Source: an optimization exercise on an open RTL-to-GDS flow (aim: small area). Production flows keep margins and buffers that such runs may drop.
At most, simulation tests tie the RTL to the original design; equivalence was not proved.
No driver is modelled on the clock port, so clock power and skew are understated where the tree is cut down; a real chip needs a root buffer or a tree.
Power and IR drop assume default switching activity.

// GMII_MAC_RX
module GMII_MAC_RX #
(    
    parameter [31:0] ip1 = {8'd192, 8'd168, 8'd0, 8'd1},
    parameter [31:0] ip2 = {8'd192, 8'd168, 8'd0, 8'd2},
    parameter [31:0] ip3 = {8'd192, 8'd168, 8'd0, 8'd3},
    parameter [31:0] ip4 = {8'd192, 8'd168, 8'd1, 8'd102},
    parameter [31:0] ip5 = {8'd192, 8'd168, 8'd0, 8'd5}
) (
    input wire reset
    ,input wire rx_clk
    ,input wire [7:0] rxd
    ,input wire rxdv
    ,input wire rxer
    ,output wire [7:0] data_out
    ,output wire IP_is_matched
    ,output reg error
    ,output reg CRC_ok
);
Settings: LEC_CHECK=0, CAP_MARGIN=20, CORE_MARGIN=2, CORE_UTILIZATION=85, SLEW_MARGIN=20; clock period 8.0 ns.
standard.sh (not shown) runs the stock make flow with config.mk's settings and CLKGATE_MAP_FILE= SYNTH_SCRIPT=/design/flow/synth_recipe.tcl, a recipe that flattens the netlist after the stock synthesis.
==> flow/flow/run.sh <==
#!/bin/bash
# The standard layout (standard.sh) with these changes:
#  - synthesis maps the logic with area-oriented ABC scripts (synth.tcl,
#    abc_*.script) and keeps the smallest result; the registers are the
#    standard synthesis's;
#  - the port buffers are the smallest buffer cell;
#  - the clock reaches the registers through two clkbuf_16 cells, each
#    driving a group of nearby registers (post_cts.tcl, clock_tree.tcl).
set -euo pipefail
FD=$(cd "$(dirname "$0")" && pwd)
bash standard.sh \
  SYNTH_SCRIPT="$FD/synth.tcl" \
  BUFFER_PORTS_ARGS="-buffer_cell sky130_fd_sc_hd__buf_1" \
  CTS_ARGS="-sink_clustering_enable -repair_clock_nets -buf_list sky130_fd_sc_hd__clkbuf_8 -dont_use_dummy_load" \
  POST_CTS_TCL="$FD/post_cts.tcl" \
  finish > standard.log 2>&1
==> flow/flow/post_cts.tcl <==
# ORFS hook run at the end of the CTS step (POST_CTS_TCL): replace the
# clock tree by two clkbuf_16 cells, then legalize their placement.
source [file join [file dirname [file normalize [info script]]] clock_tree.tcl]
replace_clock_tree rx_clk 2 sky130_fd_sc_hd__clkbuf_16
detailed_placement
check_placement -verbose
estimate_parasitics -placement
report_clock_skew
Other scripts of this flow, unchanged in this note and not shown: flow/flow/abc_a.script, flow/flow/abc_b.script, flow/flow/abc_c.script, flow/flow/abc_s1b.script, flow/flow/abc_s1c.script, flow/flow/abc_s2b.script, flow/flow/abc_s2c.script, flow/flow/clock_tree.tcl, flow/flow/synth.tcl
The baseline failed in global placement without I/O (3_1_place_gp_skip_io) (GPL-0301).
Rerun with:
--- a/flow/flow/run.sh
+++ b/flow/flow/run.sh
@@ -6,3 +6,3 @@
 #  - the port buffers are the smallest buffer cell;
-#  - the clock reaches the registers through two clkbuf_16 cells, each
+#  - the clock reaches the registers through three clkbuf_16 cells, each
 #    driving a group of nearby registers (post_cts.tcl, clock_tree.tcl).
--- a/flow/flow/post_cts.tcl
+++ b/flow/flow/post_cts.tcl
@@ -1,3 +1,3 @@
 # ORFS hook run at the end of the CTS step (POST_CTS_TCL): replace the
-# clock tree by two clkbuf_16 cells, then legalize their placement.
+# clock tree by three clkbuf_16 cells, then legalize their placement.
 source [file join [file dirname [file normalize [info script]]] clock_tree.tcl]
CORE_UTILIZATION = 75   (was 85)
Effect:
- The changed run completed with no timing, DRC or antenna violations
- synthesized cell count does not change
- area after synthesis stays the same
Rerun with:
--- a/flow/flow/run.sh
+++ b/flow/flow/run.sh
@@ -6,3 +6,3 @@
 #  - the port buffers are the smallest buffer cell;
-#  - the clock reaches the registers through three clkbuf_16 cells, each
+#  - the clock reaches the registers through two clkbuf_16 cells, each
 #    driving a group of nearby registers (post_cts.tcl, clock_tree.tcl).
==> flow/flow/post_cts.tcl (replaced) <==
# ORFS hook run at the end of the CTS step (POST_CTS_TCL): replace the
# clock tree by two clkbuf_16 cells, then legalize their placement.
source [file join [file dirname [file normalize [info script]]] clock_tree.tcl]
replace_clock_tree rx_clk 2 sky130_fd_sc_hd__clkbuf_16
detailed_placement
check_placement -verbose
estimate_parasitics -placement
report_clock_skew
=> The new run ran to the end with no violations; power barely changes; combinational power is lower by about 0.9%; worst setup slack improves by 0.078 ns; cell count does not change; synthesized cell count stays the same.
In the second and third runs of this note the design's own scripts or RTL, not TritonCTS, make the clock network.

========
Another version of the RTL of GMII_MAC_RX (not shown whole).
For scale: roughly 390 cells after synthesis, about 61 flip-flops, about 23 I/O pins.
## GMII_MAC_RX
module GMII_MAC_RX #
(    
    parameter [31:0] ip1 = {8'd192, 8'd168, 8'd0, 8'd1},
    parameter [31:0] ip2 = {8'd192, 8'd168, 8'd0, 8'd2},
    parameter [31:0] ip3 = {8'd192, 8'd168, 8'd0, 8'd3},
    parameter [31:0] ip4 = {8'd192, 8'd168, 8'd1, 8'd102},
    parameter [31:0] ip5 = {8'd192, 8'd168, 8'd0, 8'd5}
) (
    input wire reset
    ,input wire rx_clk
    ,input wire [7:0] rxd
    ,input wire rxdv
    ,input wire rxer
    ,output wire [7:0] data_out
    ,output wire IP_is_matched
    ,output reg error
    ,output reg CRC_ok
);
localparam [3:0]
    SM_IDLE      = 4'd0,
    SM_PRMBL_RDY = 4'd1,
    SM_SFD       = 4'd2,
    SM_HEAD_MAC  = 4'd3,
    SM_FR_TYPE   = 4'd4,
    SM_PAYLOAD   = 4'd5,
    SM_CRC       = 4'd6,
    SM_IPG       = 4'd7,
    SM_ERROR     = 4'd8,
    SM_FR_VLAN   = 4'd9,
    SM_IP_DEST   = 4'd10;
localparam [7:0]
    PREAMBLE = 8'h55,
    START_FRAME_DELIMITER = 8'h5d;
assign data_out = rxd;
reg [3:0] st, nx;
reg [10:0] cnt;
reg [3:0] vlan_tags_cntr;
reg type_vlan;               
reg [2:0] ip_st;             
reg crc_ok_r;                
reg [2:0] crc_ok_shift;
wire crc_shift_ok = |crc_ok_shift;
wire rx55 = (rxd == PREAMBLE);
wire cnt_idle_full = cnt[2] & cnt[1] & cnt[0];               
wire cnt_head_full = cnt[3] & cnt[2] & cnt[0];               
wire cnt_two       = cnt[1];                                 
wire cnt_low       = (cnt[10:6] == 5'd0);
wire cnt_is12      = cnt_low & (cnt[5:0] == 6'd12);
wire cnt_is20      = cnt[4] & cnt[2];                        
wire cnt_max       = cnt[10] & cnt[8] & cnt[7] & cnt[6] & cnt[4] & cnt[3] & cnt[2];  
wire [5:0] payload_min = (vlan_tags_cntr == 4'd0) ? 6'd46 :
                         (vlan_tags_cntr == 4'd1) ? 6'd42 :
                         (vlan_tags_cntr == 4'd2) ? 6'd38 : 6'd34;
wire cnt_le_min = cnt_low & (cnt[5:0] <= payload_min);
always @(*) begin
    nx = SM_IDLE;
    case (st)
        SM_IDLE :
            if (rxer) nx = SM_ERROR;
            else if (cnt_idle_full) nx = SM_PRMBL_RDY;
            else nx = SM_IDLE;
        SM_PRMBL_RDY :
            if (rxer) nx = SM_ERROR;
            else if (!rx55) nx = SM_IDLE;
            else if (rxdv) nx = SM_SFD;
  ...
==> flow/config.mk <==
export PLATFORM = sky130hd
export DESIGN_NAME = GMII_MAC_RX
export DESIGN_NICKNAME = GMII_MAC_RX
export VERILOG_FILES = /design/flow/design.v
export SDC_FILE = /design/flow/constraint.sdc
export NUM_CORES = 4
export LEC_CHECK = 0
export CAP_MARGIN = 20
export CORE_MARGIN = 2
export CORE_UTILIZATION = 40
export SLEW_MARGIN = 20
==> flow/constraint.sdc <==
create_clock -name core_clock -period 8.0 [get_ports {rx_clk}]
set_input_delay 1.6000 -clock core_clock [delete_from_list [all_inputs] [get_ports {rx_clk}]]
set_output_delay 1.6000 -clock core_clock [all_outputs]
set_load 0.01 [all_outputs]
==> flow/flow/run.sh <==
#!/bin/bash
# The standard layout, with two changes: the port buffers are the
# smallest buffer cell, and the clock tree is built from few clock buffers
# without dummy loads.
set -euo pipefail
bash standard.sh \
  BUFFER_PORTS_ARGS="-buffer_cell sky130_fd_sc_hd__buf_1" \
  CTS_ARGS="-sink_clustering_enable -repair_clock_nets -sink_clustering_size 40 -sink_clustering_max_diameter 500 -buf_list sky130_fd_sc_hd__clkbuf_8 -dont_use_dummy_load" \
  finish > standard.log 2>&1
Change:
==> flow/run.sh (new file) <==
#!/bin/bash
# synth_recipe.tcl (not shown) runs the flow's synth.tcl, then flattens the netlist and writes it again
# the make line also repeats each setting of config.mk as NAME=value (left out here)
make -C /OpenROAD-flow-scripts/flow DESIGN_CONFIG=/design/flow/config.mk WORK_HOME=/design/flow/orfs CLKGATE_MAP_FILE= SYNTH_SCRIPT=/design/flow/synth_recipe.tcl finish
removed: flow/flow/run.sh
removed: flow/standard.sh
Outcome: Via count came out higher by a few percent; synthesized area is unchanged; routed wire length came out higher by a few percent; worst setup slack gets worse by 0.52 ns; worst hold slack barely changes; cell count came out higher slightly; power came out higher by a few percent; non-clock buffer count came out lower by 1; count of clock-buffer cells in the layout does not change.
Function was not checked in any run of this note: the RTL went through the layout flow alone.

## static timing again, ports no longer ideal
The results above use ideal ports. As a check the final layouts listed here were re-extracted and re-timed, cells and wires unchanged. Step 1: set_driving_cell puts a clkbuf_16 on rx_clk and a buf_2 on each other input, an assumption about the parent block. Step 2, shift: input delay + t, output delay - t, t = (earliest + latest rising clock arrival at the registers) / 2. This alone moves slack from input paths to output paths. a / b / c = ideal ports / drivers / drivers and shift; a / b = the first two.
run | t (ns) | setup WS [ns] | worst setup path after step 2 | worst register clock-pin slew, ns | worst slew at a driven data input, ns
the second run of note 1 | 0.210 | 4.221 / 4.248 / 4.038 | input to register | 0.11 / 0.11 | 0.04
the third run of note 1 | 0.213 | 4.299 / 4.324 / 4.111 | input to register | 0.11 / 0.11 | 0.03
the first run of note 2 | 0.364 | 3.958 / 3.967 / 3.603 | input to register | 0.08 / 0.08 | 0.03
the second run of note 2 | 0.373 | 3.441 / 3.407 / 3.244 | input to register | 0.09 / 0.09 | 0.04
After both steps every run listed still meets setup and hold. The setup slack of the first run of note 2, which loses most, moves by +0.009 ns with the drivers and by -0.355 ns with both steps.
